Background: an optimization exercise with open tools, aiming at small area. Do not read the settings as production practice. Only simulation tests tie the RTL to the original design; equivalence was not proved.

==> flow/design.v <==
`timescale 1ps/1ps
module add #(
    parameter SIGN_BIT,
    parameter INT_BIT,
    parameter FLT_BIT
)
(
    din_a,
    din_b,
    dout
);
localparam DW = SIGN_BIT+INT_BIT+FLT_BIT;
input [DW-1:0] din_a;
input [DW-1:0] din_b;
output [DW:0] dout;
wire [DW:0] din_a_ext;
wire din_a_sign;
wire [DW:0] din_b_ext;
wire din_b_sign;
assign din_a_sign = din_a[DW-1];
assign din_b_sign = din_b[DW-1];
assign din_a_ext = {din_a_sign,din_a};
assign din_b_ext = {din_b_sign,din_b};
assign dout = din_a_ext+din_b_ext;
endmodule
`timescale 1ps/1ps
module mul #(
    parameter D_WIDTH1,
    parameter D_WIDTH2
)
(
    clk,
    n_rst,
    mul_a,
    mul_b,
    mul_out
);
    input clk;
    input n_rst;
    input [D_WIDTH1-1:0] mul_a;
    input [D_WIDTH2-1:0] mul_b;
    output [D_WIDTH1+D_WIDTH2-1-1:0] mul_out;
    wire [D_WIDTH1+D_WIDTH2-1-1:0] mul_zero;
    wire a_sign, b_sign;
    assign a_sign = mul_a[D_WIDTH1-1];  
    assign b_sign = mul_b[D_WIDTH2-1];  
    wire [D_WIDTH1-2:0] a_abs;          
    wire [D_WIDTH2-2:0] b_abs;          
    assign a_abs = (a_sign == 1'b1) ? ~mul_a[D_WIDTH1-2:0] + {{D_WIDTH1-2{1'b0}},1'b1} : mul_a[D_WIDTH1-2:0];
    assign b_abs = (b_sign == 1'b1) ? ~mul_b[D_WIDTH2-2:0] + {{D_WIDTH2-2{1'b0}},1'b1} : mul_b[D_WIDTH2-2:0];
    reg [D_WIDTH1+D_WIDTH2-2-1:0] mul_abs;                     
    always @(posedge clk or negedge n_rst) begin
        if (!n_rst) begin
            mul_abs <= {D_WIDTH1+D_WIDTH2-2{1'b0}};
        end
        else begin
            mul_abs <= a_abs * b_abs; 
        end
    end
    reg a_sign_d, b_sign_d;
    always @(posedge clk or negedge n_rst) begin
        if (!n_rst) begin
            a_sign_d <= 1'b0;
            b_sign_d <= 1'b0;
        end
        else begin
            a_sign_d <= a_sign;
            b_sign_d <= b_sign;
        end
    end
    wire [D_WIDTH1+D_WIDTH2-2-1:0] mul_abs_2s;
    assign mul_abs_2s = ~mul_abs + {{D_WIDTH1+D_WIDTH2-2-1{1'b0}},1'b1};
    assign mul_zero = (a_sign_d == b_sign_d) ? {1'b0,mul_abs} : {1'b1,mul_abs_2s};
    assign mul_out = (mul_zero[D_WIDTH1+D_WIDTH2-1-2:0] == {D_WIDTH1+D_WIDTH2-1-1{1'b0}}) ? {D_WIDTH1+D_WIDTH2-1{1'b0}} : mul_zero;
endmodule
`timescale 1ps/1ps
module alu_2 #(
    parameter DW_A = 24,
    parameter INT_A = 0,
    parameter DW_B = 24,
    parameter INT_B = 0,
    parameter DW_C = 24,
    parameter INT_C = 0
)
(
    clk,
    n_rst,
    din_a,
    din_b,
    din_c,
    dout
);
    parameter SIGN = 1;
    parameter D_WIDTH = 24;
    parameter FLT_A = DW_A - INT_A - SIGN;
    parameter FLT_B = DW_B - INT_B - SIGN;
    parameter FLT_C = DW_C - INT_C - SIGN;
    parameter EXT = INT_C - (INT_A + INT_B);
    input clk, n_rst;
    input [DW_A-1:0] din_a;
    input [DW_B-1:0] din_b;
    input [DW_C-1:0] din_c;
    output [DW_A+DW_B-1-1+EXT+1:0] dout;
    wire [DW_A+DW_B-1-1:0] mul_ab;  
mul #(
    .D_WIDTH1(DW_A),
    .D_WIDTH2(DW_B)
) u_multiple1
(
    .clk(clk),
    .n_rst(n_rst),
    .mul_a(din_a),  
    .mul_b(din_b),  
    .mul_out(mul_ab)  
);
wire [DW_A+DW_B-1-1:0] mul_ab_zero;
assign mul_ab_zero = (mul_ab[DW_A+DW_B-1-2:0] == {DW_A+DW_B-1-1{1'b0}}) ? {DW_A+DW_B-1{1'b0}} : mul_ab;
add #(
    .SIGN_BIT(SIGN),
    .INT_BIT(INT_C),
    .FLT_BIT(FLT_A+FLT_B)
) u_adder_c
(
    .din_a({din_c,{FLT_A+FLT_B-FLT_C{1'b0}}}), 
    .din_b({mul_ab_zero[DW_A+DW_B-1-1],{EXT{mul_ab_zero[DW_A+DW_B-1-1]}},mul_ab_zero[DW_A+DW_B-1-2:0]}), 
    .dout(dout) 
);
endmodule
`timescale 1ps/1ps
module alu_3 #(
    parameter DW_A = 24,
    parameter INT_A = 0,
    parameter DW_B = 24,
    parameter INT_B = 0,
    parameter DW_C = 24,
    parameter INT_C = 0
)
(
    clk,
    n_rst,
    din_a,
    din_b,
    din_c,
    dout
);
    parameter SIGN = 1;
    parameter D_WIDTH = 24;
    parameter FLT_A = DW_A - INT_A - SIGN;
    parameter FLT_B = DW_B - INT_B - SIGN;
    parameter FLT_C = DW_C - INT_C - SIGN;
    parameter EXT = INT_C - (INT_A + INT_B);
    input clk, n_rst;
    input [DW_A-1:0] din_a;
    input [DW_B-1:0] din_b;
    input [DW_C-1:0] din_c;
    output [DW_A+DW_B-1-1+EXT+1:0] dout;
    wire [DW_A+DW_B-1-1:0] mul_ab;  
mul #(
    .D_WIDTH1(DW_A),
    .D_WIDTH2(DW_B)
) u_multiple1
(
    .clk(clk),
    .n_rst(n_rst),
    .mul_a(din_a),  
    .mul_b(din_b),  
    .mul_out(mul_ab)  
);
wire [DW_A+DW_B-1-1:0] mul_ab_zero;
assign mul_ab_zero = (mul_ab[DW_A+DW_B-1-2:0] == {DW_A+DW_B-1-1{1'b0}}) ? {DW_A+DW_B-1{1'b0}} : mul_ab;
add #(
    .SIGN_BIT(SIGN),
    .INT_BIT(INT_C),
    .FLT_BIT(FLT_A+FLT_B)
) u_adder_c
(
    .din_a({din_c,{FLT_A+FLT_B-FLT_C{1'b0}}}), 
    .din_b(mul_ab_zero), 
    .dout(dout) 
);
endmodule
module div_d(
    clk,
    rst_n,
    M,
    Q,
    start,
    done,
    result_r,
    result_p
);
input clk,rst_n,start;
input signed [47:0] M,Q;
wire signed [47:0] si_M,si_Q;
output signed[47:0] result_r,result_p;
wire valid;
reg signed[97:0] total_Q;
reg [7:0] count;
output reg done;
wire r_done;
assign si_M=(valid==1'b1)?0:(M[47]==1)?~M+1:M;
assign si_Q=(valid==1'b1)?0:(Q[47]==1)?~Q+1:Q;
always @ (posedge clk or negedge rst_n)
begin
    if(!rst_n)
    begin   
        count <= 49;
    end
    else
    begin
        if (start ==1)
            count <= 49;
        else if(count<50 && count>0)
            count <= count-1'b1; 
    end
end
wire signed[97:0] a,sh_l;
always @ (posedge clk or negedge rst_n)
begin
    if(!rst_n)
    begin
        total_Q<=0;
    end
    else
        begin
        if(start==1)
        begin
            total_Q<={50'b0,si_Q};
        end
        else if (count<50 && count>0)
        begin
            if(a[97]==1'b1)
            begin
                total_Q<={sh_l[97:1],1'b0};
            end
            else
                total_Q<={a[97:1],1'b1};
        end
    end
end
assign sh_l={total_Q[96:0],1'b0};
assign a={sh_l[97:49]+(~si_M+1),sh_l[48:0]};
assign result_r=(count!=0)?0:
                ((Q[47]==0 && M[47]==0)||(Q[47]==0 && M[47]==1))?total_Q[96:49]:
                ((Q[47]==1 && M[47]==1)||(Q[47]==1 && M[47]==0))?~(total_Q[96:49])+1:0;
assign result_p=(count!=0)?0:
                ((Q[47]==1 && M[47]==1)||(Q[47]==0 && M[47]==0))?total_Q[47:0]:
                ((Q[47]==1 && M[47]==0)||(Q[47]==0 && M[47]==1))?~(total_Q[47:0])+1:0;
assign valid=(count!=0||start==1'b1)?1'b0:1'b1;
assign r_done = (count == 1) ? 1'b1 :1'b0;
always @ (posedge clk or negedge rst_n) begin
	if (!rst_n)
		done <= 1'b0;
	else
		done <= r_done;
end
endmodule 
`timescale 1ps/1ps
module K_alu #(
	parameter DW_1 = 48,
	parameter INT_1 = 0,
	parameter DW_2 = 48,
	parameter INT_2 = 0,
	parameter DW_B = 24,
	parameter INT_B = 0
)
(
	clk,
	n_rst,
	start,
	k1_up,
	k2_up,
	k_bottom,
	k_1,
	k_2,
	div_done
);
	parameter SIGN = 1;
	parameter D_WIDTH = 24;
	parameter FLT_1 = DW_1 - INT_1 - SIGN;  
	parameter FLT_2 = DW_2 - INT_2 - SIGN;  
	parameter FLT_B = DW_B - INT_B - SIGN;  
	input				clk, n_rst, start;
	input [DW_1-1:0]	k1_up;		 
	input [DW_2-1:0]	k2_up;		 
	input [DW_B-1:0]	k_bottom;	 
	output [D_WIDTH-1:0] k_1;		 
	output [D_WIDTH-1:0] k_2;		 
	output div_done;
	wire [47:0] t_k_bottom;		 
	wire [47:0] t_k_1;			 
	wire [47:0] t_k_2;			 
assign t_k_bottom = {k_bottom[23],{24{k_bottom[23]}},k_bottom[22:0]};
wire done_k1, done_k2;
div_d u_div_k_1(
    .clk(clk),
    .rst_n(n_rst),
    .M(t_k_bottom),
    .Q(k1_up),
    .start(start),
    .done(done_k1),
    .result_r(),
    .result_p(t_k_1)
);
div_d u_div_k_2(
    .clk(clk),
    .rst_n(n_rst),
    .M(t_k_bottom),
    .Q(k2_up),
    .start(start),
    .done(done_k2),
    .result_r(),
    .result_p(t_k_2)
);
wire [D_WIDTH-1:0] k_1_data;
assign k_1_data = {t_k_1[47],t_k_1[26:4]};
wire [D_WIDTH-1:0] k_2_data;
assign k_2_data = {t_k_2[47],t_k_2[23:1]};
assign k_1 = k_1_data;
assign k_2 = k_2_data;
assign div_done = ((done_k1 == 1'b1) && (done_k2 == 1'b1)) ? 1'b1 : 1'b0;
endmodule
`timescale 1ps/1ps
module K_bottom #(
    parameter DW_A = 24,
    parameter INT_A = 0,
    parameter DW_B = 24,
    parameter INT_B = 0,
    parameter DW_C = 24,
    parameter INT_C = 0,
    parameter DW_D = 24,
    parameter INT_D = 0,
    parameter DW_E = 24,
    parameter INT_E = 0,
    parameter INT_F = 0,
    parameter DW_F = 24
)
(
    clk,
    n_rst,
    h_1,
    p1_p,
    p2_p,
    p3_p,
    p4_p,
    r,
    k_bottom
);
    parameter SIGN = 1;
    parameter D_WIDTH = 24;
    parameter FLT_A = DW_A - INT_A - SIGN;
    parameter FLT_B = DW_B - INT_B - SIGN;
    parameter FLT_C = DW_C - INT_C - SIGN;
    parameter FLT_D = DW_D - INT_D - SIGN;
    parameter FLT_E = DW_E - INT_E - SIGN;
    parameter FLT_F = DW_F - INT_F - SIGN;
    input clk, n_rst;
    input [DW_A-1:0] h_1;
    input [DW_B-1:0] p1_p;
    input [DW_C-1:0] p2_p;
    input [DW_D-1:0] p3_p;
    input [DW_E-1:0] p4_p;
    input [DW_F-1:0] r;
    output [D_WIDTH-1:0] k_bottom;
    wire [DW_A+DW_B-2:0]mul_h1_p1_p;
    wire [DW_A+DW_D-1:0] add_mul_p3_p;  
    wire [70:0] mul_add_p3_p_h_1;   
mul #(
    .D_WIDTH1(DW_A),
    .D_WIDTH2(DW_B)
) u_multiple1
(
    .clk(clk),
    .n_rst(n_rst),
    .mul_a(h_1),  
    .mul_b(p1_p),  
    .mul_out(mul_h1_p1_p)  
);
add #(
    .SIGN_BIT(SIGN),
    .INT_BIT(0),
    .FLT_BIT(46)
) u_adder_h1_p1_p_p3_p
(
    .din_a(mul_h1_p1_p),  
    .din_b(~{p3_p,{23{1'b0}}}+1'b1),  
    .dout(add_mul_p3_p)  
);
mul #(
    .D_WIDTH1(48),
    .D_WIDTH2(DW_B)
) u_multiple2
(
    .clk(clk),
    .n_rst(n_rst),
    .mul_a(add_mul_p3_p),  
    .mul_b(h_1),  
    .mul_out(mul_add_p3_p_h_1)  
);
    wire [DW_A+DW_C-2:0]mul_h1_p2_p;
    wire [DW_A+DW_E-1:0] add_mul_p4_p;  
mul #(
    .D_WIDTH1(DW_A),
    .D_WIDTH2(DW_C)
) u_multiple3
(
    .clk(clk),
    .n_rst(n_rst),
    .mul_a(h_1),  
    .mul_b(p2_p),  
    .mul_out(mul_h1_p2_p)  
);
add #(
    .SIGN_BIT(SIGN),
    .INT_BIT(0),
    .FLT_BIT(46)
) u_adder_h1_p2_p_p4_p
(
    .din_a(mul_h1_p2_p),  
    .din_b(~{p4_p,{23{1'b0}}}+1'b1),  
    .dout(add_mul_p4_p)  
);
wire[71:0]alu_kb_1;
add #(
    .SIGN_BIT(SIGN),
    .INT_BIT(1),
    .FLT_BIT(69)
) u_adder_alu_kb_1
(
    .din_a(mul_add_p3_p_h_1),  
    .din_b(~{add_mul_p4_p,{23{1'b0}}}+1'b1),  
    .dout(alu_kb_1)  
);
wire [72:0]k_bot;
add #(
    .SIGN_BIT(SIGN),
    .INT_BIT(2),
    .FLT_BIT(69)
) u_adder_alu_kb_last
(
    .din_a(alu_kb_1),  
    .din_b({r[23],{2{r[23]}},r[22:0],{46{1'b0}}}),  
    .dout(k_bot)  
);
assign k_bottom = {k_bot[72],k_bot[68:46]};
endmodule
`timescale 1ps/1ps
module alu_x_vt_hat #(
    parameter DW_A = 24,
    parameter INT_A = 0,
    parameter DW_B = 24,
    parameter INT_B = 7,
    parameter DW_C = 24,
    parameter INT_C = 2,
    parameter DW_D = 24,
    parameter INT_D = 0,
    parameter DW_E = 24,
    parameter INT_E = 0,
    parameter DW_F = 24,
    parameter INT_F = 0,
    parameter DW_G = 5,
    parameter INT_G = 4    
)
(
    clk,
    n_rst,
    theta4,
    i_b,
    x_soc,
    theta5,
    a_4,
    x_rc,
    dt_cd_ri,
    x_vt_hat
);
    parameter SIGN = 1;
    parameter D_WIDTH = 24;
    parameter FLT_A = DW_A - INT_A - SIGN;
    parameter FLT_B = DW_B - INT_B - SIGN;
    parameter FLT_C = DW_C - INT_C - SIGN;
    parameter FLT_D = DW_D - INT_D - SIGN;
    parameter FLT_E = DW_E - INT_E - SIGN;
    parameter FLT_F = DW_F - INT_F - SIGN;
    parameter FLT_G = DW_G - INT_G - SIGN;
    input clk, n_rst;
    input [DW_A-1:0] theta4;
    input [DW_B-1:0] x_soc;
    input [DW_C-1:0] theta5;
    input [DW_D-1:0] a_4;
    input [DW_E-1:0] x_rc;
    input [DW_F-1:0] dt_cd_ri;
    input [DW_G-1:0] i_b;
    output [D_WIDTH-1:0] x_vt_hat;
    wire [DW_A + DW_B-2:0]mul_theta4_x_soc;
    wire [DW_A+DW_C-1:0] add_theta5;  
    wire [DW_D+DW_E-1-1:0] mul_a4_x_rc;   
    wire [27:0] mul_b2_ri_ib;
    wire [51:0] add_xrc_ib;  
    wire [55:0] r_x_vt_hat; 
mul #(
    .D_WIDTH1(DW_A),
    .D_WIDTH2(DW_B)
) u_multiple1
(
    .clk(clk),
    .n_rst(n_rst),
    .mul_a(theta4),  
    .mul_b(x_soc),  
    .mul_out(mul_theta4_x_soc)  
);
add #(
    .SIGN_BIT(SIGN),
    .INT_BIT(7),
    .FLT_BIT(FLT_A + FLT_B)
) u_adder_add_theta
(
    .din_a(mul_theta4_x_soc),  
    .din_b({theta5[DW_C-1],{5{theta5[DW_C-1]}},theta5[DW_C-2:0],{18{1'b0}}}),  
    .dout(add_theta5)  
);
mul #(
    .D_WIDTH1(DW_D),
    .D_WIDTH2(DW_E)
) u_multiple2
(
    .clk(clk),
    .n_rst(n_rst),
    .mul_a(a_4),  
    .mul_b(x_rc),  
    .mul_out(mul_a4_x_rc)  
);
mul #(
    .D_WIDTH1(DW_F),
    .D_WIDTH2(DW_G)
) u_multiple3
(
    .clk(clk),
    .n_rst(n_rst),
    .mul_a(dt_cd_ri),  
    .mul_b(i_b),  
    .mul_out(mul_b2_ri_ib)  
);
wire [51:0]sub_add_xrc_ib;
add #(
    .SIGN_BIT(SIGN),
    .INT_BIT(4),
    .FLT_BIT(46)
) u_adder_2
(
    .din_a({mul_b2_ri_ib,{23{1'b0}}}),  
    .din_b({mul_a4_x_rc[DW_D+DW_E-1-1],{4{mul_a4_x_rc[DW_D+DW_E-1-1]}},mul_a4_x_rc[DW_D+DW_E-1-2:0]}),  
    .dout(sub_add_xrc_ib)  
);
assign add_xrc_ib = ~(sub_add_xrc_ib) +1'b1;
add #(
    .SIGN_BIT(SIGN),
    .INT_BIT(8),
    .FLT_BIT(46)
) u_adder_x_vt_hat
(
    .din_a({add_theta5,{7{1'b0}}}),  
    .din_b({add_xrc_ib[51],{3{add_xrc_ib[51]}},{add_xrc_ib[50:0]}}),  
    .dout(r_x_vt_hat)  
);
assign x_vt_hat = {r_x_vt_hat[55],r_x_vt_hat[48:26]};
endmodule
`timescale 1ps/1ps
module alu_p_1to4 #(
    parameter DW_A = 24,
    parameter INT_A = 0,
    parameter DW_B = 24,
    parameter INT_B = 3,
    parameter DW_C = 24,
    parameter INT_C = 0,
    parameter DW_D = 24,
    parameter INT_D = 0,
    parameter DW_E = 24,
    parameter INT_E = 0,
    parameter DW_F = 24,
    parameter INT_F = 0,
    parameter DW_G = 24,
    parameter INT_G = 0
)
(
    clk,
    n_rst,
    p1_p,
    p3_p,
    p2_p,
    p4_p,
    k_1,
    k_2,
    h_1,
    p_1,
    p_2,
    p_3,
    p_4
);
    parameter SIGN = 1;
    parameter D_WIDTH = 24;
    parameter FLT_A = DW_A - INT_A - SIGN;
    parameter FLT_B = DW_B - INT_B - SIGN;
    parameter FLT_C = DW_C - INT_C - SIGN;
    parameter FLT_D = DW_D - INT_D - SIGN;
    parameter FLT_E = DW_E - INT_E - SIGN;
    parameter FLT_F = DW_F - INT_F - SIGN;
    parameter FLT_G = DW_G - INT_G - SIGN;
    input clk, n_rst;
    input [DW_A-1:0] p1_p;
    input [DW_B-1:0] k_1;
    input [DW_C-1:0] h_1;
    input [DW_D-1:0] p3_p;
    input [DW_E-1:0] p2_p;
    input [DW_F-1:0] p4_p;
    input [DW_G-1:0] k_2;
    output [D_WIDTH-1:0] p_1;
    output [D_WIDTH-1:0] p_2;
    output [D_WIDTH-1:0] p_3;
    output [D_WIDTH-1:0] p_4;
    wire [DW_C+DW_B-2:0]mul_kh1;
    wire [DW_C+DW_B+DW_A-3:0] mul_p1_p_kh1;  
    wire [DW_D+DW_B-1-1:0] mul_kh2_p3_p;   
mul #(
    .D_WIDTH1(DW_B),
    .D_WIDTH2(DW_C)
) u_multiple1
(
    .clk(clk),
    .n_rst(n_rst),
    .mul_a(k_1),  
    .mul_b(h_1),  
    .mul_out(mul_kh1)  
);
mul #(
    .D_WIDTH1(47),
    .D_WIDTH2(DW_A)
) u_multiple2
(
    .clk(clk),
    .n_rst(n_rst),
    .mul_a(mul_kh1),  
    .mul_b(p1_p),  
    .mul_out(mul_p1_p_kh1)  
);
mul #(
    .D_WIDTH1(DW_B),
    .D_WIDTH2(DW_A)
) u_multiple3
(
    .clk(clk),
    .n_rst(n_rst),
    .mul_a(~(k_1)+1'b1),  
    .mul_b(p3_p),  
    .mul_out(mul_kh2_p3_p)  
);
wire [70:0]add_kh1_kh2_p;
add #(
    .SIGN_BIT(SIGN),
    .INT_BIT(3),
    .FLT_BIT(66)
) u_adder_kh1_p1_p_p3_p
(
    .din_a(mul_p1_p_kh1),  
    .din_b({mul_kh2_p3_p[DW_B+DW_D-2],mul_kh2_p3_p[45:0],{23{1'b0}}}),  
    .dout(add_kh1_kh2_p)  
);
wire [71:0]r_p_1;
add #(
    .SIGN_BIT(SIGN),
    .INT_BIT(4),
    .FLT_BIT(66)
) u_adder_p1_p
(
    .din_a(~(add_kh1_kh2_p)+1'b1),  
    .din_b({p1_p[DW_A-1],{4{p1_p[DW_A-1]}},p1_p[22:0],{43{1'b0}}}),  
    .dout(r_p_1)  
);
assign p_1 = {r_p_1[71],r_p_1[65:43]};
    wire [DW_C+DW_B+DW_A-3:0] mul_kh1_p2_p;  
    wire [DW_D+DW_B-1-1:0] mul_kh2_p4_p;   
mul #(
    .D_WIDTH1(47),
    .D_WIDTH2(DW_A)
) u_multiple5
(
    .clk(clk),
    .n_rst(n_rst),
    .mul_a(mul_kh1),  
    .mul_b(p2_p),  
    .mul_out(mul_kh1_p2_p)  
);
mul #(
    .D_WIDTH1(DW_B),
    .D_WIDTH2(DW_A)
) u_multiple6
(
    .clk(clk),
    .n_rst(n_rst),
    .mul_a(~(k_1)+1'b1),  
    .mul_b(p4_p),  
    .mul_out(mul_kh2_p4_p)  
);
wire [70:0]add_p2_p_kh1_kh2_p;
add #(
    .SIGN_BIT(SIGN),
    .INT_BIT(3),
    .FLT_BIT(66)
) u_adder_kh1_p2_p_p4_p_p2
(
    .din_a(mul_kh1_p2_p),  
    .din_b({mul_kh2_p4_p[DW_B+DW_D-2],mul_kh2_p4_p[45:0],{23{1'b0}}}),  
    .dout(add_p2_p_kh1_kh2_p)  
);
wire [71:0]r_p_2;
add #(
    .SIGN_BIT(SIGN),
    .INT_BIT(4),
    .FLT_BIT(66)
) u_adder_p22222
(
    .din_a(~(add_p2_p_kh1_kh2_p)+1'b1),  
    .din_b({p2_p[DW_E-1],{4{p2_p[DW_E-1]}},p2_p[22:0],{43{1'b0}}}),  
    .dout(r_p_2)  
);
assign p_2 = {r_p_2[71],r_p_2[65:43]};
    wire [DW_C+DW_G-2:0]mul_kh3;
    wire [DW_C+DW_G+DW_A-3:0] mul_p1_p_kh3;  
    wire [DW_D+DW_G-1-1:0] mul_kh4_p3_p;   
mul #(
    .D_WIDTH1(DW_G),
    .D_WIDTH2(DW_C)
) u_multiple7
(
    .clk(clk),
    .n_rst(n_rst),
    .mul_a(k_2),  
    .mul_b(h_1),  
    .mul_out(mul_kh3)  
);
mul #(
    .D_WIDTH1(47),
    .D_WIDTH2(DW_A)
) u_multiple8
(
    .clk(clk),
    .n_rst(n_rst),
    .mul_a(mul_kh3),  
    .mul_b(p1_p),  
    .mul_out(mul_p1_p_kh3)  
);
mul #(
    .D_WIDTH1(DW_G),
    .D_WIDTH2(DW_A)
) u_multiple9
(
    .clk(clk),
    .n_rst(n_rst),
    .mul_a(~(k_2)+1'b1),  
    .mul_b(p3_p),  
    .mul_out(mul_kh4_p3_p)  
);
wire [70:0]add_kh3_kh4_p;
add #(
    .SIGN_BIT(SIGN),
    .INT_BIT(0),
    .FLT_BIT(69)
) u_adder_kh3_p1_p_p3_p
(
    .din_a(mul_p1_p_kh3),  
    .din_b({mul_kh4_p3_p[DW_G+DW_D-2],mul_kh4_p3_p[45:0],{23{1'b0}}}),  
    .dout(add_kh3_kh4_p)  
);
wire [71:0]r_p_3;
add #(
    .SIGN_BIT(SIGN),
    .INT_BIT(1),
    .FLT_BIT(69)
) u_adder_p3_p3
(
    .din_a(~(add_kh3_kh4_p)+1'b1),  
    .din_b({p3_p[DW_D-1],{1{p3_p[DW_D-1]}},p3_p[22:0],{46{1'b0}}}),  
    .dout(r_p_3)  
);
assign p_3 = {r_p_3[71],r_p_3[68:46]};
    wire [DW_C+DW_G+DW_E-3:0] mul_p2_p_kh3;  
    wire [DW_F+DW_G-1-1:0] mul_kh4_p4_p;   
mul #(
    .D_WIDTH1(47),
    .D_WIDTH2(DW_E)
) u_multiple11
(
    .clk(clk),
    .n_rst(n_rst),
    .mul_a(mul_kh3),  
    .mul_b(p2_p),  
    .mul_out(mul_p2_p_kh3)  
);
mul #(
    .D_WIDTH1(DW_G),
    .D_WIDTH2(DW_C)
) u_multiple12
(
    .clk(clk),
    .n_rst(n_rst),
    .mul_a(~(k_2)+1'b1),  
    .mul_b(p4_p),  
    .mul_out(mul_kh4_p4_p)  
);
wire [70:0]add_p4_kh3_kh4_p;
add #(
    .SIGN_BIT(SIGN),
    .INT_BIT(0),
    .FLT_BIT(69)
) u_adder_kh4_p1_p_p3_p
(
    .din_a(mul_p2_p_kh3),  
    .din_b({mul_kh4_p4_p[DW_G+DW_F-2],mul_kh4_p4_p[45:0],{23{1'b0}}}),  
    .dout(add_p4_kh3_kh4_p)  
);
wire [71:0]r_p_4;
add #(
    .SIGN_BIT(SIGN),
    .INT_BIT(1),
    .FLT_BIT(69)
) u_adder_p4_p_p
(
    .din_a(~(add_p4_kh3_kh4_p)+1'b1),  
    .din_b({p4_p[DW_F-1],{1{p4_p[DW_F-1]}},p4_p[22:0],{46{1'b0}}}),  
    .dout(r_p_4)  
);
assign p_4 = {r_p_4[71],r_p_4[68:46]};
endmodule
`timescale 1ps/1ps
module alu_xrc_p #(
    parameter DW_A = 24,
    parameter INT_A = 0,
    parameter DW_B = 24,
    parameter INT_B = 0,
    parameter DW_C = 24,
    parameter INT_C = 0,
    parameter DW_D = 5,
    parameter INT_D = 4,
    parameter DW_E = 24,
    parameter INT_E = 0
)
(
    clk,
    n_rst,
    bef_x_rc,
    i_b,
    a_4,
    b_2,
    x_rc_p
);
    parameter SIGN = 1;
    parameter D_WIDTH = 24;
    parameter FLT_A = DW_A - INT_A - SIGN;
    parameter FLT_B = DW_B - INT_B - SIGN;
    parameter FLT_C = DW_C - INT_C - SIGN;
    parameter FLT_D = DW_D - INT_D - SIGN;
    input clk, n_rst;
    input [DW_A-1:0] a_4;
    input [DW_B-1:0] bef_x_rc;
    input [DW_C-1:0] b_2;
    input [DW_D-1:0] i_b;
    output [D_WIDTH-1:0] x_rc_p;
    wire [DW_A+DW_B-1+4:0]add_x_rc_p;
    wire [DW_A+DW_B-1-1:0] mul_x_rc_a4;  
    wire [DW_C+DW_D-1-1:0] mul_b2_ib;   
mul #(
    .D_WIDTH1(DW_A),
    .D_WIDTH2(DW_B)
) u_multiple1
(
    .clk(clk),
    .n_rst(n_rst),
    .mul_a(bef_x_rc),  
    .mul_b(a_4),  
    .mul_out(mul_x_rc_a4)  
);
mul #(
    .D_WIDTH1(DW_C),
    .D_WIDTH2(DW_D)
) u_multiple2
(
    .clk(clk),
    .n_rst(n_rst),
    .mul_a(b_2),  
    .mul_b(i_b),  
    .mul_out(mul_b2_ib)  
);
add #(
    .SIGN_BIT(SIGN),
    .INT_BIT(4),
    .FLT_BIT(FLT_A + FLT_B)
) u_adder_x_rc_p
(
    .din_a({mul_b2_ib,{23{1'b0}}}),  
    .din_b({mul_x_rc_a4[DW_A+DW_B-1-1],{INT_D{mul_x_rc_a4[DW_A+DW_B-1-1]}},mul_x_rc_a4[DW_A+DW_B-1-2:DW_A+DW_B-1-2-(FLT_A+FLT_B-1)]}),  
    .dout(add_x_rc_p)  
);
assign x_rc_p = {add_x_rc_p[51],add_x_rc_p[45:23]};
endmodule
`timescale 1ps/1ps
module ekf_est (
    clk,
    n_rst,
    start,
    init,
    mode,    
    i_b,
    v_t,
    ready,
    ekf_vrc,
    ekf_soc,
    ekf_done
);
parameter SIGN = 1;
parameter INT_CASE1 = 0;
parameter FR_CASE1 = 23;
parameter INT_CASE2 = 2;
parameter FR_CASE2 = 21;
parameter INT_CASE3 = 7;
parameter FR_CASE3 = 16;
parameter D_WIDTH = 24;
parameter STATE_CNT = 4;
parameter IDLE      = 4'h0;
parameter LATENCY_1 = 4'h1; 
parameter LATENCY_2 = 4'h2;
parameter LATENCY_3 = 4'h3;
parameter LATENCY_4 = 4'h4;
parameter LATENCY_5 = 4'h5;
parameter DONE      = 4'h6;
parameter SOC_DONE  = 4'h7;
parameter INIT      = 4'h8;
parameter RI = 24'b0__0000_0110_0110_0110_0110_011;  
parameter RD = 24'b0__0000_1000_1011_0100_0011_100;  
parameter CD = 24'b0__0111_0101_0011_1111_1110_001;
parameter CB = 24'b0__0111_0111_0000_1000_1100_101;
parameter Q_1 = 24'b0__0000_0000_0000_0_1101_0001_10;  
parameter Q_4 = 24'b0__0000_0000_0000_0_1101_0001_10;
parameter R = 24'b0__0000_0000_0000_0_1101_0001_10;
parameter b_1_1000 = 24'b1__1111_0001_0111_1100_1100_111;
parameter b_2_1000 = 24'b0__0000_1110_0100_1111_0100_011;
parameter a_4_1000 = 24'b1__0101_1011_1110_1110_1111_110;  
parameter a_4_1000_2 = 24'b0__0110_1001_0001_1001_1011_000;  
parameter b_1_100 = 24'b1__1111_1110_1000_1100_0111_110;
parameter b_2_100 = 24'b0__0000_0001_0110_1110_0101_001;
parameter a_4_100 = 24'b0__1101_0101_1111_1110_0100_110;
parameter a_4_100_2 = 24'b0__1011_0010_1111_0111_0010_001;
parameter theta4_1 = 24'b0__0000_0110_1100_1000_1011_010;  
parameter theta4_2 = 24'b0__0000_0010_0011_1010_0010_100;  
parameter theta4_3 = 24'b0__0000_0011_1111_0111_1100_111;  
parameter theta5_1 = 24'b0_10_1110_1001_0010_0011_1010_0;  
parameter theta5_2 = 24'b0_11_0100_0100_0011_0010_1100_1;  
parameter theta5_3 = 24'b0_10_1001_1110_1001_1110_0001_1;  
parameter dt_cd_ri_1000 = 24'b0__0001_0100_1010_1110_1010_011;  
parameter dt_cd_ri_100 = 24'b0__0000_0111_1101_0100_0000_011;
input clk, n_rst;
input start;
input init;
input mode;
input [4:0] i_b;  
input [D_WIDTH-1:0] v_t;
output ready;
output [D_WIDTH-1:0] ekf_vrc;
output [D_WIDTH-1:0] ekf_soc;
output ekf_done;
wire [D_WIDTH-1:0] first_soc;
wire [D_WIDTH-1:0] first_vrc;
wire [D_WIDTH-1:0] first_soc_ch;
wire [D_WIDTH-1:0] first_soc_dis;
assign first_soc_ch = 24'b0_000_0001_0000_0000_0000_0000;  
assign first_soc_dis = {1'b0,7'h64,{16{1'b0}}};  
assign first_vrc = {D_WIDTH{1'b0}};  
parameter first_p1 = 24'b0__0000_0000_0000_0_1101_0001_10;  
parameter first_p2 = {D_WIDTH{1'b0}};  
parameter first_p3 = {D_WIDTH{1'b0}};  
parameter first_p4 = 24'b0__0000_0000_0000_0_1101_0001_10;  
reg [STATE_CNT-1:0] state, n_state;
always @(posedge clk or negedge n_rst) begin
    if (!n_rst) begin
        state <= IDLE;
    end
    else begin
        state <= n_state;
    end
end
reg [4:0] cnt_1, cnt_2;
reg [7:0] cnt_4;
reg [5:0] cnt_3;
wire div_done;
wire la1_done;
reg la2_done;
reg la3_done;
reg la4_done;
reg [4:0] i_b_r;
reg [D_WIDTH-1:0] v_t_r;
reg mode_r;
always @(posedge clk or negedge n_rst) begin
    if (!n_rst) begin
        i_b_r <= 5'h00;
        v_t_r <= {D_WIDTH{1'b0}};
        mode_r <= 1'b0;
    end
    else begin
        if ((state == IDLE) && (start == 1'b1)) begin
            i_b_r <= i_b;
            v_t_r <= v_t;
            mode_r <= mode;
        end
    end
end
assign first_soc = (mode_r == 1'b1) ? first_soc_ch : first_soc_dis;
always @(*)
    case(state)
        IDLE : n_state = (start == 1'b1) ? ((init == 1'b1) ? INIT : LATENCY_1) : state;
        INIT : n_state = SOC_DONE;
        LATENCY_1 : n_state = (la1_done == 1'b1) ? LATENCY_2 : state;
        LATENCY_2 : n_state = (la2_done == 1'b1) ? LATENCY_3 : state;
        LATENCY_3 : n_state = (la3_done == 1'b1) ? LATENCY_4 : state;  
        LATENCY_4 : n_state = (la4_done == 1'b1) ? SOC_DONE : state;
        SOC_DONE : n_state = DONE;
        DONE : n_state = IDLE;
        default : n_state = IDLE;
    endcase
    reg [D_WIDTH-1:0] x_soc_p_reg;
    reg [D_WIDTH-1:0] x_rc_p_reg;
    reg [D_WIDTH-1:0] p1_p_reg;
    reg [D_WIDTH-1:0] p2_p_reg;
    reg [D_WIDTH-1:0] p3_p_reg;
    reg [D_WIDTH-1:0] p4_p_reg;
    reg [D_WIDTH-1:0] x_vt_hat_reg;
    reg [47:0] k1_up_reg;
    reg [47:0] k2_up_reg;
    reg [D_WIDTH-1:0] k_bottom_reg;
    reg [D_WIDTH-1:0] k_1_reg;
    reg [D_WIDTH-1:0] k_2_reg;
    reg [D_WIDTH-1:0] x_soc_reg;
    reg [D_WIDTH-1:0] x_rc_reg;
    reg [D_WIDTH-1:0] p1_reg;
    reg [D_WIDTH-1:0] p2_reg;
    reg [D_WIDTH-1:0] p3_reg;
    reg [D_WIDTH-1:0] p4_reg;
    wire [D_WIDTH-1:0] p1_wire;
    wire [D_WIDTH-1:0] p2_wire;
    wire [D_WIDTH-1:0] p3_wire;
    wire [D_WIDTH-1:0] p4_wire;
    wire [D_WIDTH-1:0] x_rc_p_wire;
    wire [D_WIDTH-1:0] k_bottom_wire;
    wire [D_WIDTH-1:0] k_1_wire;
    wire [D_WIDTH-1:0] k_2_wire;
    wire [D_WIDTH-1:0] x_vt_hat_wire;
wire fast;
assign fast = (mode_r == 1'b1) ? (x_soc_reg[22:16] > 7'd70) : (x_soc_reg[D_WIDTH-2:D_WIDTH-3] == 2'b00);
wire [D_WIDTH-1:0] a_4;
assign a_4 = fast ? a_4_100 : a_4_1000;
wire [D_WIDTH-1:0] a_4_2;
assign a_4_2 = fast ? a_4_100_2 : a_4_1000_2;
wire [D_WIDTH-1:0] b_1;
assign b_1 = fast ? b_1_100 : b_1_1000;
wire [D_WIDTH-1:0] b_2;
assign b_2 = fast ? b_2_100 : b_2_1000;
wire [D_WIDTH-1:0] dt_cd_ri;
assign dt_cd_ri = fast ? dt_cd_ri_100 : dt_cd_ri_1000;
wire [D_WIDTH-1:0] theta4;
assign theta4 = (x_soc_reg[22:16] < 7'h14) ? theta4_1 : ((x_soc_reg[22:16] >= 7'h14) && (x_soc_reg[22:16] <= 7'h5f)) ? theta4_2 : theta4_3;
wire [D_WIDTH-1:0] theta5;
assign theta5 = (x_soc_reg[22:16] < 7'h14) ? theta5_1 : ((x_soc_reg[22:16] >= 7'h14) && (x_soc_reg[22:16] <= 7'h5f)) ? theta5_2 : theta5_3;
wire [D_WIDTH-1:0] h_1;
assign h_1 = theta4;
    wire [D_WIDTH:0] p1_p_wire_ext;              
    wire [D_WIDTH+D_WIDTH-1-1:0] p2_p_wire_ext;  
    wire [D_WIDTH+D_WIDTH-1-1:0] p3_p_wire_ext;  
    wire [47:0] p4_p_wire_ext;                  
    wire [31:0] x_soc_p_wire_ext;
    wire [47:0] k1_up_wire_ext;
    wire [47:0] k2_up_wire_ext;
    wire [47:0] x_soc_ext_1;
    wire [48:0] x_soc_ext_2;  
    wire [47:0] x_rc_ext_1;
    wire [48:0] x_rc_ext_2;
    wire [D_WIDTH-1:0] p1_p_wire;
    assign p1_p_wire = {p1_p_wire_ext[D_WIDTH],p1_p_wire_ext[D_WIDTH-2:0]};
    wire [D_WIDTH-1:0] p2_p_wire;
    assign p2_p_wire = p2_p_wire_ext[46:23];
    wire [D_WIDTH-1:0] p3_p_wire;
    assign p3_p_wire = p3_p_wire_ext[46:23];
    wire [D_WIDTH-1:0] p4_p_wire;
    assign p4_p_wire = {p4_p_wire_ext[47],p4_p_wire_ext[45:23]};
    wire [D_WIDTH-1:0] x_soc_p_wire;
    assign x_soc_p_wire = {x_soc_p_wire_ext[31],x_soc_p_wire_ext[29:7]};
    wire [47:0] k1_up_wire;
    assign k1_up_wire = {k1_up_wire_ext[47],k1_up_wire_ext[45:0],1'b0};
    wire [47:0] k2_up_wire;
    assign k2_up_wire = {k2_up_wire_ext[47],k2_up_wire_ext[45:0],1'b0};
    wire [D_WIDTH-1:0] x_soc_wire;
    assign x_soc_wire = {x_soc_ext_2[48],x_soc_ext_2[46:24]};
    wire [D_WIDTH-1:0] x_rc_wire;
    assign x_rc_wire = {x_rc_ext_2[48],x_rc_ext_2[42:20]};
always @(posedge clk or negedge n_rst) begin
    if (!n_rst) begin
        cnt_1 <= 5'h0;
    end
    else begin
        if (state == LATENCY_1) begin
            if (cnt_1 < 5'h0b)
                cnt_1 <= cnt_1 + 5'h1;
            else
                cnt_1 <= 5'h0;
        end
        else begin
            cnt_1 <= 5'h0;
        end
    end
end
assign la1_done = (cnt_1 == 5'h0a) ? 1'b1 : 1'b0;
always @(posedge clk or negedge n_rst) begin
    if (!n_rst) begin
        cnt_2 <= 5'h0;
        la2_done <= 1'b0;
    end
    else begin
        if (state == LATENCY_2) begin
            cnt_2 <= cnt_2 + 5'h1;
            if (cnt_2 == 5'h0a) 
                la2_done <= 1'b1;
            else
                la2_done <= 1'b0;
        end
        else begin
            cnt_2 <= 5'h0;
            la2_done <= 1'b0;
        end
    end
end
always @(posedge clk or negedge n_rst) begin
    if (!n_rst) begin
        cnt_3 <= 6'h00;
        la3_done <= 1'b0;
    end
    else begin
        if (state == LATENCY_3) begin
            cnt_3 <= cnt_3 + 6'h01;
            if (cnt_3 == 6'd50)
                la3_done <= 1'b1;
            else
                la3_done <= 1'b0;
        end
        else begin
            cnt_3 <= 6'h00;
            la3_done <= 1'b0;
        end
    end
end
always @(posedge clk or negedge n_rst) begin
    if (!n_rst) begin
        cnt_4 <= 8'h0;
        la4_done <= 1'b0;
    end
    else begin
        if (state == LATENCY_4) begin
            cnt_4 <= cnt_4 + 5'h1;
            if (cnt_4 == 8'h1f)
                la4_done <= 1'b1;
            else
                la4_done <= 1'b0;
        end
        else begin
            cnt_4 <= 5'h0;
            la4_done <= 1'b0;
        end
    end
end
always @(posedge clk or negedge n_rst) begin
    if (!n_rst) begin
        p1_p_reg <= {D_WIDTH{1'b0}};
        p2_p_reg <= {D_WIDTH{1'b0}};
        p3_p_reg <= {D_WIDTH{1'b0}};
        p4_p_reg <= {D_WIDTH{1'b0}};
    end
    else begin
        if (state == LATENCY_1) begin
            p1_p_reg <= p1_p_wire;
            p2_p_reg <= p2_p_wire;
            p3_p_reg <= p3_p_wire;
            p4_p_reg <= p4_p_wire;
        end
        else begin
            p1_p_reg <= p1_p_reg;
            p2_p_reg <= p2_p_reg;
            p3_p_reg <= p3_p_reg;
            p4_p_reg <= p4_p_reg;
        end
    end
end
always @(posedge clk or negedge n_rst) begin
    if (!n_rst) begin
        x_soc_p_reg <= {D_WIDTH{1'b0}};
    end
    else begin
        if (state == LATENCY_1) begin
            x_soc_p_reg <= x_soc_p_wire;
        end
        else begin
            x_soc_p_reg <= x_soc_p_reg;
        end
    end
end
always @(posedge clk or negedge n_rst) begin
    if (!n_rst) begin
        x_rc_p_reg <= {D_WIDTH{1'b0}};
    end
    else begin
        if (state == LATENCY_1) begin
            x_rc_p_reg <= x_rc_p_wire;
        end
        else begin
            x_rc_p_reg <= x_rc_p_reg;
        end
    end
end
always @(posedge clk or negedge n_rst) begin
    if (!n_rst) begin
        x_vt_hat_reg <= {D_WIDTH{1'b0}};
    end
    else begin
        if (state == LATENCY_1) begin
            x_vt_hat_reg <= x_vt_hat_wire;
        end
        else begin
            x_vt_hat_reg <= x_vt_hat_reg;
        end
    end
end
always @(posedge clk or negedge n_rst) begin
    if (!n_rst) begin
        k1_up_reg <= {D_WIDTH{1'b0}};
    end
    else begin
        if (state == LATENCY_2) begin
            k1_up_reg <= k1_up_wire;
        end
        else begin
            k1_up_reg <= k1_up_reg;
        end
    end
end
always @(posedge clk or negedge n_rst) begin
    if (!n_rst) begin
        k2_up_reg <= {D_WIDTH{1'b0}};
    end
    else begin
        if (state == LATENCY_2) begin
            k2_up_reg <= k2_up_wire;
        end
        else begin
            k2_up_reg <= k2_up_reg;
        end
    end
end
always @(posedge clk or negedge n_rst) begin
    if (!n_rst) begin
        k_bottom_reg <= {D_WIDTH{1'b0}};
    end
    else begin
        if (state == LATENCY_2) begin
            k_bottom_reg <= k_bottom_wire;
        end
        else begin
            k_bottom_reg <= k_bottom_reg;
        end
    end
end
always @(posedge clk or negedge n_rst) begin
    if (!n_rst) begin
        k_1_reg <= {D_WIDTH{1'b0}};
    end
    else begin
        if (state == LATENCY_3) begin
            k_1_reg <= (div_done == 1'b1) ? k_1_wire : k_1_reg;
        end
        else begin
            k_1_reg <= k_1_reg;
        end
    end
end
always @(posedge clk or negedge n_rst) begin
    if (!n_rst) begin
        k_2_reg <= {D_WIDTH{1'b0}};
    end
    else begin
        if (state == LATENCY_3) begin
            k_2_reg <= (div_done == 1'b1) ? k_2_wire : k_2_reg;
        end
        else begin
            k_2_reg <= k_2_reg;
        end
    end
end
always @(posedge clk or negedge n_rst) begin
    if (!n_rst) begin
        x_soc_reg <= {D_WIDTH{1'b0}};
    end
    else begin
        if (state == INIT) begin
            x_soc_reg <= first_soc;
        end
        else if (state == LATENCY_4) begin
            x_soc_reg <= x_soc_wire; 
        end
        else begin
            x_soc_reg <= x_soc_reg;
        end
    end
end
always @(posedge clk or negedge n_rst) begin
    if (!n_rst) begin
        x_rc_reg <= {D_WIDTH{1'b0}};
    end
    else begin
        if (state == INIT) begin
            x_rc_reg <= first_vrc;
        end
        else if (state == LATENCY_4) begin
            x_rc_reg <= x_rc_wire;
        end
        else begin
            x_rc_reg <= x_rc_reg;
        end
    end
end
always @(posedge clk or negedge n_rst) begin
    if (!n_rst) begin
        p1_reg <= {D_WIDTH{1'b0}};
        p2_reg <= {D_WIDTH{1'b0}};
        p3_reg <= {D_WIDTH{1'b0}};
        p4_reg <= {D_WIDTH{1'b0}};
    end
    else begin
        if (state == INIT) begin
            p1_reg <= first_p1;
            p2_reg <= first_p2;
            p3_reg <= first_p3;
            p4_reg <= first_p4;
        end
        else if (state == LATENCY_4) begin
            p1_reg <= p1_wire;
            p2_reg <= p2_wire;
            p3_reg <= p3_wire;
            p4_reg <= p4_wire;
        end
        else begin
            p1_reg <= p1_reg;
            p2_reg <= p2_reg;
            p3_reg <= p3_reg;
            p4_reg <= p4_reg;
        end
    end
end
alu_2 #(
        .DW_A(24),
        .INT_A(0),
        .DW_B(5),
        .INT_B(4),
        .DW_C(24),
        .INT_C(7)
    ) u_alu_2_x_soc_p (
        .clk(clk),
        .n_rst(n_rst),
        .din_a(b_1),
        .din_b(i_b_r),
        .din_c(x_soc_reg),
        .dout(x_soc_p_wire_ext)
    );
alu_xrc_p #(
    . DW_A(24),
    . INT_A(0),
    . DW_B(24),
    . INT_B(0),
    . DW_C(24),
    . INT_C(0),
    . DW_D(5),
    . INT_D(4),
    . DW_E(24),
    . INT_E(0)
) u_alu_xrc_p (
    .clk(clk),
    .n_rst(n_rst),
    .bef_x_rc(x_rc_reg),
    .i_b(i_b_r),
    .a_4(a_4),
    .b_2(b_2),
    .x_rc_p(x_rc_p_wire)
);
alu_3 #(
        .DW_A(24),
        .INT_A(0),
        .DW_B(24),
        .INT_B(0),
        .DW_C(24),
        .INT_C(0)
    ) u_alu_2_p4_p (
        .clk(clk),
        .n_rst(n_rst),
        .din_a(a_4_2),
        .din_b(p4_reg),
        .din_c(Q_4),
        .dout(p4_p_wire_ext)
);
add #(
    .SIGN_BIT(SIGN),
    .INT_BIT(INT_CASE1),  
    .FLT_BIT(FR_CASE1)    
) u_adder_p1_p (
    .din_a(p1_reg),
    .din_b(Q_1),
    .dout(p1_p_wire_ext)  
);
mul #(
    .D_WIDTH1(D_WIDTH),
    .D_WIDTH2(D_WIDTH)
) u_multiple_p2_p
(
    .clk(clk),
    .n_rst(n_rst),
    .mul_a(p2_reg),
    .mul_b(a_4), 
    .mul_out(p2_p_wire_ext)  
);
mul #(
    .D_WIDTH1(D_WIDTH),
    .D_WIDTH2(D_WIDTH)
) u_multiple_p3_p
(
    .clk(clk),
    .n_rst(n_rst),
    .mul_a(p3_reg),
    .mul_b(a_4), 
    .mul_out(p3_p_wire_ext)  
);
alu_x_vt_hat #(
    . DW_A (24),
    . INT_A(0),
    . DW_B(24),
    . INT_B(7),
    . DW_C(24),
    . INT_C(2),
    . DW_D(24),
    . INT_D(0),
    . DW_E(24),
    . INT_E(0),
    . DW_F(24),
    . INT_F(0),
    . DW_G(5),
    . INT_G(4)    
) u_alu_x_vt_hat (
    .clk(clk),
    .n_rst(n_rst),
    .theta4(theta4),
    .i_b(i_b_r),
    .x_soc(x_soc_reg),
    .theta5(theta5),
    .a_4(a_4),
    .x_rc(x_rc_reg),
    .dt_cd_ri(dt_cd_ri),
    .x_vt_hat(x_vt_hat_wire)
);
alu_3 #(
        .DW_A(24),
        .INT_A(0),
        .DW_B(24),
        .INT_B(0),
        .DW_C(24),
        .INT_C(0)
    ) u_alu_2_k1_up (
        .clk(clk),
        .n_rst(n_rst),
        .din_a(p1_p_reg),
        .din_b(h_1),
        .din_c(~p2_p_reg + 1'b1),
        .dout(k1_up_wire_ext)
    );
alu_3 #(
        .DW_A(24),
        .INT_A(0),
        .DW_B(24),
        .INT_B(0),
        .DW_C(24),
        .INT_C(0)
    ) u_alu_2_k2_up (
        .clk(clk),
        .n_rst(n_rst),
        .din_a(p3_p_reg),
        .din_b(h_1),
        .din_c(~p4_p_reg + 1'b1),
        .dout(k2_up_wire_ext)
    );
K_bottom #(
    .DW_A(24),
    .INT_A(0),
    .DW_B(24),
    .INT_B(0),
    .DW_C(24),
    .INT_C(0),
    .DW_D(24),
    .INT_D(0),
    .DW_E(24),
    .INT_E(0),
    .INT_F(0),
    .DW_F(24)
) u_k_bottom (
    .clk(clk),
    .n_rst(n_rst),
    .h_1(h_1),
    .p1_p(p1_p_reg),
    .p2_p(p2_p_reg),
    .p3_p(p3_p_reg),
    .p4_p(p4_p_reg),
    .r(R),
    .k_bottom(k_bottom_wire)
);
wire div_start;
assign div_start = ((state == LATENCY_3) && (cnt_3 == 6'h00)) ? 1'b1 : 1'b0;
K_alu #(
	.DW_1(48),
	.INT_1(0),
	.DW_2(48),
	.INT_2(0),
	.DW_B(24),
	.INT_B(0)
) u_K_alu (
	.clk(clk),
	.n_rst(n_rst),
	.start(div_start),
	.k1_up(k1_up_reg),
	.k2_up(k2_up_reg),
	.k_bottom(k_bottom_reg),
	.k_1(k_1_wire),
	.k_2(k_2_wire),
    .div_done(div_done)
);
wire [24:0] sub_hat;
add #(
    .SIGN_BIT(SIGN),
    .INT_BIT(3),
    .FLT_BIT(20)
) u_adder_sub_hat
(
    .din_a(v_t_r),  
    .din_b(~(x_vt_hat_reg) + 1'b1),  
    .dout(sub_hat)  
);
mul #(
    .D_WIDTH1(D_WIDTH),
    .D_WIDTH2(25)
) u_multiple_k_1_sub_hat
(
    .clk(clk),
    .n_rst(n_rst),
    .mul_a(k_1_reg),      
    .mul_b(sub_hat),      
    .mul_out(x_soc_ext_1)  
);
add #(
    .SIGN_BIT(SIGN),
    .INT_BIT(7),
    .FLT_BIT(40)
) u_adder_x_soc
(
    .din_a(x_soc_ext_1),  
    .din_b({x_soc_p_reg,{24{1'b0}}}),  
    .dout(x_soc_ext_2)  
);
mul #(
    .D_WIDTH1(D_WIDTH),
    .D_WIDTH2(25)
) u_multiple_k_2_sub_hat
(
    .clk(clk),
    .n_rst(n_rst),
    .mul_a(k_2_reg),      
    .mul_b(sub_hat),      
    .mul_out(x_rc_ext_1)  
);
add #(
    .SIGN_BIT(SIGN),
    .INT_BIT(4),
    .FLT_BIT(43)
) u_adder_x_rc
(
    .din_a(x_rc_ext_1),  
    .din_b({x_rc_p_reg[D_WIDTH-1],{4{x_rc_p_reg[D_WIDTH-1]}},x_rc_p_reg[D_WIDTH-2:0],{20{1'b0}}}),  
    .dout(x_rc_ext_2)  
);
alu_p_1to4 #(
    .DW_A(24),
    .INT_A(0),
    .DW_B(24),
    .INT_B(3),
    .DW_C(24),
    .INT_C(0),
    .DW_D(24),
    .INT_D(0),
    .DW_E(24),
    .INT_E(0),
    .DW_F(24),
    .INT_F(0),
    .DW_G(24),
    .INT_G(0)
) u_alu_p_1to4 (
    .clk(clk),
    .n_rst(n_rst),
    .p1_p(p1_p_reg),
    .p3_p(p3_p_reg),
    .p2_p(p2_p_reg),
    .p4_p(p4_p_reg),
    .k_1(k_1_reg),
    .k_2(k_2_reg),
    .h_1(h_1),
    .p_1(p1_wire),
    .p_2(p2_wire),
    .p_3(p3_wire),
    .p_4(p4_wire)
);
reg [D_WIDTH-1:0] ekf_soc_d;
reg [D_WIDTH-1:0] ekf_vrc_d;
always @(posedge clk or negedge n_rst) begin
    if (!n_rst) begin
        ekf_soc_d <= {D_WIDTH{1'b0}};
        ekf_vrc_d <= {D_WIDTH{1'b0}};
    end
    else begin
        if (state == SOC_DONE) begin
            ekf_soc_d <= x_soc_reg;
            ekf_vrc_d <= x_rc_reg;
        end
        else begin
            ekf_soc_d <= ekf_soc_d;
            ekf_vrc_d <= ekf_vrc_d;
        end
    end
end
assign ekf_soc = ekf_soc_d;
assign ekf_vrc = ekf_vrc_d;
assign ekf_done = (state == DONE) ? 1'b1 : 1'b0;
assign ready = (state == IDLE) ? 1'b1 : 1'b0;
endmodule
==> flow/run.sh <==
#!/bin/bash
# synth_recipe.tcl (not shown) runs the flow's synth.tcl, then flattens the netlist and writes it again
# the make line also repeats each setting of config.mk as NAME=value (left out here)
make -C /OpenROAD-flow-scripts/flow DESIGN_CONFIG=/design/flow/config.mk WORK_HOME=/design/flow/orfs CLKGATE_MAP_FILE= SYNTH_SCRIPT=/design/flow/synth_recipe.tcl finish
==> flow/config.mk <==
export PLATFORM = sky130hd
export DESIGN_NAME = ekf_est
export DESIGN_NICKNAME = ekf_est
export VERILOG_FILES = /design/flow/design.v
export SDC_FILE = /design/flow/constraint.sdc
export NUM_CORES = 8
export LEC_CHECK = 0
export CAP_MARGIN = 20
export CORE_MARGIN = 2
export CORE_UTILIZATION = 30
export PLACE_DENSITY = 0.45
export SLEW_MARGIN = 20
==> flow/constraint.sdc <==
create_clock -name core_clock -period 20.0 [get_ports {clk}]
set_input_delay 4.0000 -clock core_clock [delete_from_list [all_inputs] [get_ports {clk}]]
set_output_delay 4.0000 -clock core_clock [all_outputs]
set_load 0.01 [all_outputs]
==> impl_results.md <==
- Pre-CTS WS: 3956 ps
- Layout cells sized above 1: 0.04464
- Clock Skews: 120.9 ps
- Crit path kind: reg -> reg
- Via count: 402.9k
- Reg-to-reg slack, setup: 3870 ps
- Iter 0 DRT Violations: 29.07k
- Worst hold start: cnt_1[4]$_DFF_PN0_
- Routed WL: 2032 mm
- Root Driver: clkbuf_16
- Sink Count: 1953
- GRT Total Usage: 0.2326
- DR DRC count: 0
- Die area: 1745000 um2
- Worst Hold Class: reg -> reg
- CTS tree: built
- Initial antenna violation count: 206
- Gate count of the mapped netlist: 58.79k
- # rows: 483
- H-tree depth: 5
- # nets final: 73.63k
- Worst setup EP type: flip-flop
- Clock Latency Late Sink: 1140 ps
- Antenna Nets Post-Route: 0
- Max Fclk: 61.99 MHz
- I/O Pins: 84
- Inserted Clock Buffers: 294
- Starting Density: 0.3008
- Worst-path fanout max: 34
- Relative slew margins: 0.04922
- YS warnings: 7
- Area grow syn2layout: 8.923%
- Status: finished clean
- Post-synth EDFFs: 0
- Avg Inst Size Synth: 8.851 um2
- Main synth FF type: dfrtp_1
- Final core occ: 0.3277
- Gr ovfl total: 0
- Clk slew on worst S/H paths: 90 ps
- GP Congestion: 0.9296
- Min Hold Slack: 450.3 ps
- Final hold viol count: 0
- Wire per inst: 24.85 um
- Top flop regs: u_K_alu.u_div_k_1.total_Q x97, u_K_alu.u_div_k_2.total_Q x97
- Via density: 4.927
- Die width: 1.321 mm
- Hold-fix buffers at CTS: 0
- Bufs on Longest Clock Path: 5
- Core ar.: 1730000 um2
- Sequential fraction of the synthesis area: 0.09394
- Synth Cell Area: 520300 um2
- Post-CTS Setup Bufs: 0
- Die extent in y: 1.321 mm
- First-pass GRT wire length: 2983 mm
- Setup violations, final: 0
- Worst Tran Pin Value: 1425 ps
- Startpoint types: flip-flop
- RSZ-0062 raised after global routing: false
- Crit path DAT: 17070 ps
- Hpwl dp: 1667 mm
- I/O Buffers: 83
- Router iterations before antenna repair: 10
- Min Tclk post-route: 16130 ps
- Crit Reg-Reg Startpoint: u_alu_p_1to4.u_multiple1.mul_abs[0]$_DFF_PN0_
- Register bit total from synthesis: 1953
- Post-synth ARST share: 1.000
- PostCTS Resize Cnt: 0
- Critical Path Start: u_alu_p_1to4.u_multiple1.mul_abs[0]$_DFF_PN0_
- Most frequent cell on the critical path: inv_1
- Crit-path max cell delay: 670 ps
- Final worst slack: 3868 ps
- Vias in the first global route: 422.8k
- Netlist cell types: 119
- Crit path required time: 20940 ps
- Final setup TNS: 0 ps
- Slowest-stage cell, CP: o21ai_1
- Largest net degree at the start of global routing: 192
- Max_cap viols: 0
- Final Max Slew Viols: 0
- Period utilization: 0.8066
synthesized netlist by cell type, drive strengths merged, types with 191 or more instances:
cell	count	area share
fa	10280	0.40
o21a	255	0.0037
nor4	352	0.0045
dfrtp	1947	0.094
and2	626	0.0075
a31oi	336	0.0040
and3	210	0.0025
nor3	742	0.0073
a21o	595	0.0086
ha	5057	0.12
xor2	1302	0.022
nand2	8418	0.061
xnor2	2146	0.036
or2	207	0.0025
o21bai	266	0.0038
or3	389	0.0047
a21oi	1746	0.017
or4	251	0.0037
inv	12710	0.092
nor2b	264	0.0032
clkbuf	2020	0.015
o31ai	332	0.0048
nor2	3627	0.026
o21ai	1568	0.015
nand3	543	0.0052
a211oi	191	0.0028
nand2b	364	0.0044
path summary, 6_finish.rpt:
| path | endpoint | depth (start not counted) |
|---|---|---|
| max | u_alu_p_1to4.u_multiple5.mul_abs[68]$_DFF_PN0_ | 51 |
| min | cnt_1[3]$_DFF_PN0_ | 1 |
| max reg2reg | u_alu_p_1to4.u_multiple5.mul_abs[68]$_DFF_PN0_ | 51 |
| min reg2reg | cnt_1[3]$_DFF_PN0_ | 1 |
| max in group asynchronous | p1_p_reg[0]$_DFFE_PN0P_ | 5 |
| min in group asynchronous | cnt_4[0]$_DFF_PN0_ | 1 |
cells by family after synthesis:
family,count (synthesis),synth area share
fa+ha+maj,15340,0.5171
mux,229,0.004658
flops,1953,0.09394
other cells,2,0.00001443
buf+inv,14920,0.1078
compound gates,6412,0.07851
xor+xnor,3448,0.05807
simple gates,16490,0.1400
layout by cell type, fill, tap and decap left out, drive strengths merged, types with 595 or more instances in the layout:
cell,synthesis,final
nor3,742,742
inv,12710,12730
a21o,595,595
nor2,3627,3627
xor2,1302,1302
buf,163,1121
nand2,8418,8418
a21oi,1746,1746
o21ai,1568,1568
dfrtp,1947,1947
fa,10280,10280
ha,5057,5057
xnor2,2146,2146
and2,626,626
area by class of cell:
cell class	count	area (um2)
diodes	258	645.6
multi-input cells	42070	420500
repair buffers	1204	9847
flip-flops and latches	1953	48910
well taps	23040	28820
clock buffers	374	8099
clock inverters	152	2110
inverters	12730	47870
fillers	182600	1163000
layer usage:
layer  part of all wire  GRT usage  vias up  wire [um]
met1               0.43     0.3118   208800     879700
met4              0.051    0.09921       76     102700
met5            0.00046          0        -        935
li1                   -          -   180100          -
met3              0.063    0.03933     2351     128500
met2               0.45     0.3708    11640     920400
critical path: cells and delay by family (launching register included):
| kind | cells | cell delay, ps |
|---|---|---|
| simple gates | 11 | 3680 |
| flops | 1 | 370 |
| fa+ha+maj | 9 | 3630 |
| compound gates | 16 | 5860 |
| xor+xnor | 3 | 520 |
| buf+inv | 12 | 1720 |
through the flow:
step | std cells | instance area (um2)
2_1_floorplan | 58940 | 520900
3_3_place_gp | 81000 | 555700
3_5_place_dp | 81000 | 555800
4_1_cts | 81520 | 566000
5_1_grt | 81690 | 566500
6_report | 81780 | 566800

port drivers added, routing unchanged:
The flow's constraints put no driver on any port. The routed layout listed below was extracted and timed again, unchanged, in two steps. Step 1 (the two cells are an assumption about what drives the block):
set clk [get_ports {clk}]
set_driving_cell -lib_cell sky130_fd_sc_hd__clkbuf_16 $clk
set_driving_cell -lib_cell sky130_fd_sc_hd__buf_2 [delete_from_list [all_inputs] $clk]
Step 2, shift: input delay + t, output delay - t, t = (earliest + latest rising clock arrival at the registers) / 2. This alone moves slack from input paths to output paths. a / b / c = ideal / step 1 / step 2; a / b = the first two.
t, ns: 1.300
setup WS [ns]: 3.868 / 3.868 / 3.868
hold WS [ns]: 0.450 / 0.450 / 0.450
After both steps setup and hold are still met in this run. For this run, drivers alone change the setup slack by 0.000 ns; drivers and shift together by 0.000 ns.
